Background: an optimization exercise with open tools, aiming at small area and a short achievable clock period. Do not read the settings as production practice. Only simulation tests tie the RTL to the original design; equivalence was not proved. The flow treats the clock pin as an ideal source, which a real chip does not have.

trial 88:
Design fir_filter_16_tap, start of the top module:
module fir_filter_16_tap (
    input clk,
    input rst,
    input [15:0] x_in,
    input [15:0] h0, h1, h2, h3, h4, h5, h6, h7,
    input [15:0] h8, h9, h10, h11, h12, h13, h14, h15,
    output reg [31:0] y_out
);
For scale: ~310 I/O pins.
export LEC_CHECK = 0
export CAP_MARGIN = 20
export CORE_MARGIN = 2
export CORE_UTILIZATION = 30
export SLEW_MARGIN = 20
export SYNTH_HIERARCHICAL = 1
create_clock -name core_clock -period 25.0 [get_ports {clk}]
standard.sh (not shown) runs the stock make flow with config.mk's settings and CLKGATE_MAP_FILE= SYNTH_SCRIPT=/design/flow/synth_recipe.tcl, a recipe that flattens the netlist after the stock synthesis.
==> flow/flow/run.sh <==
#!/bin/bash
# Own flow: the standard layout (standard.sh: the standard synthesis and ORFS steps),
# with these changes to how the layout is made:
#  - the port buffers are buf_2 cells rather than the cell buffer_ports picks by itself;
#  - the global router's layer capacities (flow/fastroute.tcl) move wiring off met1/met2,
#    which the detailed router otherwise spends most of its time on.
# Constraints (constraint.sdc) and everything else are the standard flow's. make's output goes to
# flow_make.log here; ORFS keeps each step's log under orfs/logs/.
set -euo pipefail
bash standard.sh \
  "BUFFER_PORTS_ARGS=-buffer_cell sky130_fd_sc_hd__buf_2" \
  "SETUP_SLACK_MARGIN=11.5" \
  "POST_CTS_TCL=$PWD/flow/post_cts.tcl" \
  "EXTRA_SETUP_MARGIN=13" \
  "FASTROUTE_TCL=$PWD/flow/fastroute.tcl" \
  finish > flow_make.log 2>&1
==> flow/flow/fastroute.tcl <==
# Global-routing capacity derating: met1 and met2 carry most of the cells' pin access, so the
# global router is steered towards met3-met5 to leave the detailed router room there.
set_global_routing_layer_adjustment met1 0.6
set_global_routing_layer_adjustment met2 0.45
set_global_routing_layer_adjustment met3-$::env(MAX_ROUTING_LAYER) 0.1

set_routing_layers -clock $::env(MIN_CLK_ROUTING_LAYER)-$::env(MAX_ROUTING_LAYER)
set_routing_layers -signal $::env(MIN_ROUTING_LAYER)-$::env(MAX_ROUTING_LAYER)
==> flow/flow/post_cts.tcl <==
# Extra setup-repair pass after CTS (see run.sh): a second repair_timing run, aimed at a
# slack of EXTRA_SETUP_MARGIN ns, then the placement is legalized again.
repair_timing -setup -setup_margin $::env(EXTRA_SETUP_MARGIN) -max_passes 300 -verbose
detailed_placement
check_placement -verbose
Trial 88: full flow OK, the timing, design-rule and antenna checks passed
Inputs modified between trial 88 and build 95:
--- a/flow/flow/run.sh
+++ b/flow/flow/run.sh
@@ -11,3 +11,3 @@
   "BUFFER_PORTS_ARGS=-buffer_cell sky130_fd_sc_hd__buf_2" \
-  "SETUP_SLACK_MARGIN=11.5" \
+  "SETUP_SLACK_MARGIN=13" \
   "POST_CTS_TCL=$PWD/flow/post_cts.tcl" \
## What came out
Final standard cell area without fillers: build 95 vs trial 88 up 4500 um^2. Compared with trial 88, build 95 shows a wire length of the first global-routing pass that is about 2% higher. Share of the clock period used by the worst path was lower in the run labelled build 95.

* * *

Setup of before:
fir_filter_16_tap, a different RTL version from the one above (not shown whole).
Size: about 310 I/O pins, ~87000 um^2 of cells after synthesis.
export LEC_CHECK = 0
export CAP_MARGIN = 20
export CORE_MARGIN = 2
export CORE_UTILIZATION = 30
export SLEW_MARGIN = 20
export SYNTH_HIERARCHICAL = 1
create_clock -name core_clock -period 25.0 [get_ports {clk}]
==> flow/flow/run.sh <==
#!/bin/bash
# Own flow: the standard layout (standard.sh: the standard synthesis and ORFS steps),
# with these changes to how the layout is made:
#  - the port buffers are buf_2 cells rather than the cell buffer_ports picks by itself;
#  - after global placement the y_out flip-flops are moved next to the gates that drive
#    them, which the placer otherwise leaves out at the output pins, and selectors that
#    lie far from the full adder they drive are moved halfway to it (flow/post_gp.tcl);
#  - the global router's layer capacities (flow/fastroute.tcl) move wiring off met1/met2,
#    which the detailed router otherwise spends most of its time on.
# Constraints (constraint.sdc) and everything else are the standard flow's. make's output goes to
# flow_make.log here; ORFS keeps each step's log under orfs/logs/.
set -euo pipefail
bash standard.sh \
  "BUFFER_PORTS_ARGS=-buffer_cell sky130_fd_sc_hd__buf_2" \
  "SETUP_SLACK_MARGIN=12.5" \
  "TNS_END_PERCENT=0" \
  "POST_GLOBAL_PLACE_TCL=$PWD/flow/post_gp.tcl" \
  "SEL_MOVE_UM=20" \
  "POST_CTS_TCL=$PWD/flow/post_cts.tcl" \
  "EXTRA_SETUP_MARGIN=14" \
  "FASTROUTE_TCL=$PWD/flow/fastroute.tcl" \
  finish > flow_make.log 2>&1
==> flow/flow/post_gp.tcl <==
# After global placement, two kinds of cells are moved on top of a neighbour; detailed
# placement then legalizes them next to it.
#  - Each y_out flip-flop goes to the gate that drives its D input (the last gate of the
#    final adder). Its D input ends the critical paths, while its output (to the y_out
#    port, due 5 ns before the next edge) has most of the cycle to spare.
set block [ord::get_db_block]
set moved 0
foreach inst [$block getInsts] {
  if {![string match {y_out*} [$inst getName]]} continue
  set d [$inst findITerm D]
  if {$d == "NULL"} continue
  set drv ""
  foreach it [[$d getNet] getITerms] {
    if {[$it isOutputSignal]} { set drv [$it getInst] }
  }
  if {$drv == ""} continue
  set loc [$drv getLocation]
  $inst setLocation [lindex $loc 0] [lindex $loc 1]
  incr moved
}
puts "post_gp: moved $moved y_out flip-flops to their D drivers"
set limit [expr {$::env(SEL_MOVE_UM) * [$block getDbUnitsPerMicron]}]
set moved 0
foreach inst [$block getInsts] {
  if {[[$inst getMaster] getName] != "sky130_fd_sc_hd__a222oi_1"} continue
  set loads {}
  foreach it [[[$inst findITerm Y] getNet] getITerms] {
    if {[$it isInputSignal]} { lappend loads [$it getInst] }
  }
  if {[llength $loads] != 1} continue
  set loc [[lindex $loads 0] getLocation]
  set here [$inst getLocation]
  set dist [expr {abs([lindex $loc 0] - [lindex $here 0]) + abs([lindex $loc 1] - [lindex $here 1])}]
  if {$dist <= $limit} continue
  $inst setLocation [expr {([lindex $loc 0] + [lindex $here 0]) / 2}] [expr {([lindex $loc 1] + [lindex $here 1]) / 2}]
  incr moved
}
puts "post_gp: moved $moved selectors halfway to their loads"
Scripts as last shown in full above: flow/flow/fastroute.tcl
Other scripts of this flow, unchanged in this note and not shown: flow/flow/post_cts.tcl
The inputs of after differ from those of before as listed below.
diff --git a/flow/flow/run.sh b/flow/flow/run.sh
--- a/flow/flow/run.sh
+++ b/flow/flow/run.sh
@@ -5,4 +5,3 @@
 #  - after global placement the y_out flip-flops are moved next to the gates that drive
-#    them, which the placer otherwise leaves out at the output pins, and selectors that
-#    lie far from the full adder they drive are moved halfway to it (flow/post_gp.tcl);
+#    them, which the placer otherwise leaves out at the output pins (flow/post_gp.tcl);
 #  - the global router's layer capacities (flow/fastroute.tcl) move wiring off met1/met2,
@@ -17,3 +16,2 @@
   "POST_GLOBAL_PLACE_TCL=$PWD/flow/post_gp.tcl" \
-  "SEL_MOVE_UM=20" \
   "POST_CTS_TCL=$PWD/flow/post_cts.tcl" \
==> flow/flow/post_gp.tcl <==
# After global placement: put each y_out flip-flop on top of the cell that drives its D
# input (the last gate of the final adder); detailed placement then legalizes it next to
# that cell. The y_out flip-flops' D inputs end the critical paths, while their outputs
# (to the y_out ports, due 5 ns before the next edge) have most of the cycle to spare.
set block [ord::get_db_block]
set moved 0
foreach inst [$block getInsts] {
  if {![string match {y_out*} [$inst getName]]} continue
  set d [$inst findITerm D]
  if {$d == "NULL"} continue
  set net [$d getNet]
  set drv ""
  foreach it [$net getITerms] {
    if {[$it isOutputSignal]} { set drv [$it getInst] }
  }
  if {$drv == ""} continue
  set loc [$drv getLocation]
  $inst setLocation [lindex $loc 0] [lindex $loc 1]
  incr moved
}
puts "post_gp: moved $moved y_out flip-flops to their D drivers"
## What came out
Length of routed met2 wiring: before and after compared, higher one is before. Across both runs, final wirelength was lower for after than for before. before and after ended up with nearly the same sequential share of layout area. before has higher routed length per instance than after. From before to after the numbers moved as follows: post-route cell area fell by about 0.8%, hold slack rose by 0.012 ns. Setup slack in after is smaller than in before.

* * *

== the reference run ==
fir_filter_16_tap again, from the RTL that the note above started with.
export LEC_CHECK = 0
export CAP_MARGIN = 20
export CORE_MARGIN = 2
export CORE_UTILIZATION = 30
export SLEW_MARGIN = 20
export SYNTH_HIERARCHICAL = 1
create_clock -name core_clock -period 25.0 [get_ports {clk}]
==> flow/flow/run.sh <==
#!/bin/bash
# Own flow: the standard layout (standard.sh: the standard synthesis and ORFS steps),
# with these changes to how the layout is made:
#  - the port buffers are buf_2 cells rather than the cell buffer_ports picks by itself;
#  - the global router's layer capacities (flow/fastroute.tcl) move wiring off met1/met2,
#    which the detailed router otherwise spends most of its time on.
# Constraints (constraint.sdc) and everything else are the standard flow's. make's output goes to
# flow_make.log here; ORFS keeps each step's log under orfs/logs/.
set -euo pipefail
bash standard.sh \
  "BUFFER_PORTS_ARGS=-buffer_cell sky130_fd_sc_hd__buf_2" \
  "SETUP_SLACK_MARGIN=11.5" \
  "POST_CTS_TCL=$PWD/flow/post_cts.tcl" \
  "EXTRA_SETUP_MARGIN=13" \
  "FASTROUTE_TCL=$PWD/flow/fastroute.tcl" \
  finish > flow_make.log 2>&1
Scripts as last shown in full above: flow/flow/fastroute.tcl, flow/flow/post_cts.tcl
## Diff of input files: the trial run against the reference run
--- a/flow/flow/run.sh
+++ b/flow/flow/run.sh
@@ -4,2 +4,5 @@
 #  - the port buffers are buf_2 cells rather than the cell buffer_ports picks by itself;
+#  - after global placement the y_out flip-flops are moved next to the gates that drive
+#    them, which the placer otherwise leaves out at the output pins, and selectors that
+#    lie far from the full adder they drive are moved next to it (flow/post_gp.tcl);
 #  - the global router's layer capacities (flow/fastroute.tcl) move wiring off met1/met2,
@@ -11,5 +14,8 @@
   "BUFFER_PORTS_ARGS=-buffer_cell sky130_fd_sc_hd__buf_2" \
-  "SETUP_SLACK_MARGIN=11.5" \
+  "SETUP_SLACK_MARGIN=12.5" \
+  "TNS_END_PERCENT=0" \
+  "POST_GLOBAL_PLACE_TCL=$PWD/flow/post_gp.tcl" \
+  "SEL_MOVE_UM=40" \
   "POST_CTS_TCL=$PWD/flow/post_cts.tcl" \
-  "EXTRA_SETUP_MARGIN=13" \
+  "EXTRA_SETUP_MARGIN=14" \
   "FASTROUTE_TCL=$PWD/flow/fastroute.tcl" \
==> flow/flow/post_cts.tcl <==
repair_timing -setup -setup_margin $::env(EXTRA_SETUP_MARGIN) -max_passes 300 -repair_tns 0 -verbose
detailed_placement
check_placement -verbose
==> flow/flow/post_gp.tcl (new file) <==
# After global placement, two kinds of cells are moved on top of a neighbour; detailed
# placement then legalizes them next to it.
#  - Each y_out flip-flop goes to the gate that drives its D input (the last gate of the
#    final adder). Its D input ends the critical paths, while its output (to the y_out
#    port, due 5 ns before the next edge) has most of the cycle to spare.
set block [ord::get_db_block]
set moved 0
foreach inst [$block getInsts] {
  if {![string match {y_out*} [$inst getName]]} continue
  set d [$inst findITerm D]
  if {$d == "NULL"} continue
  set drv ""
  foreach it [[$d getNet] getITerms] {
    if {[$it isOutputSignal]} { set drv [$it getInst] }
  }
  if {$drv == ""} continue
  set loc [$drv getLocation]
  $inst setLocation [lindex $loc 0] [lindex $loc 1]
  incr moved
}
puts "post_gp: moved $moved y_out flip-flops to their D drivers"
set limit [expr {$::env(SEL_MOVE_UM) * [$block getDbUnitsPerMicron]}]
set moved 0
foreach inst [$block getInsts] {
  if {[[$inst getMaster] getName] != "sky130_fd_sc_hd__a222oi_1"} continue
  set loads {}
  foreach it [[[$inst findITerm Y] getNet] getITerms] {
    if {[$it isInputSignal]} { lappend loads [$it getInst] }
  }
  if {[llength $loads] != 1} continue
  set loc [[lindex $loads 0] getLocation]
  set here [$inst getLocation]
  set dist [expr {abs([lindex $loc 0] - [lindex $here 0]) + abs([lindex $loc 1] - [lindex $here 1])}]
  if {$dist <= $limit} continue
  $inst setLocation [lindex $loc 0] [lindex $loc 1]
  incr moved
}
puts "post_gp: moved $moved selectors to their loads"
==> run summary <==
Taking the reference run as the reference, in the trial run routed wire length on met2 now sits lower, non-clock buffer count saw an increase. [compare] base=the reference run new=the trial run: first-pass GRT wire length shows an increase of about 1%; number of stages on the worst setup path shows an increase of about 18%. Against the reference run, the final cell area of the trial run is higher. Compared with the reference run, in the trial run layout-stage area growth over the synthesis result went up, layout net count went up about 0.4%, shortest period the worst path allows saw a decrease.

==> re-timing with driven ports <==
In the flow no input, the clock included, has a driving cell. The finished layouts below were timed again as built, in two steps.
Step 1 sets driving cells, clkbuf_16 on the clock port and buf_2 on the other inputs (assumed; they add their load-dependent delay and slew).
Step 2 adds t to the input delays and takes it off the output delays; t is the mean of the earliest and latest rising clock arrival at the registers after step 1. Input paths then give back, and output paths get back, about the clock's delay inside the block.
Three values: no drivers, after step 1, after step 2; two values: the first two.
run	t, ns	setup WS [ns]	worst hold slack (ns)	worst setup path at the end	latest minus earliest clock arrival (ns)
trial 88	0.877	11.846 / 11.905 / 11.027	0.617 / 0.617 / 0.617	input to register	0.089 / 0.089
build 95	0.851	11.914 / 11.968 / 11.117	0.611 / 0.611 / 0.611	input to register	0.074 / 0.074
before	0.859	12.363 / 12.346 / 11.487	0.597 / 0.597 / 0.597	input to register	0.063 / 0.063
after	0.849	12.110 / 12.184 / 11.335	0.609 / 0.609 / 0.609	input to register	0.069 / 0.069
the reference run	0.859	12.052 / 12.126 / 11.267	0.616 / 0.616 / 0.616	input to register	0.064 / 0.064
the trial run	0.876	12.272 / 12.306 / 11.430	0.626 / 0.626 / 0.626	input to register	0.076 / 0.076
After both steps every run listed still meets setup and hold. For before, which loses most, drivers alone change the setup slack by -0.017 ns; drivers and shift together by -0.876 ns.
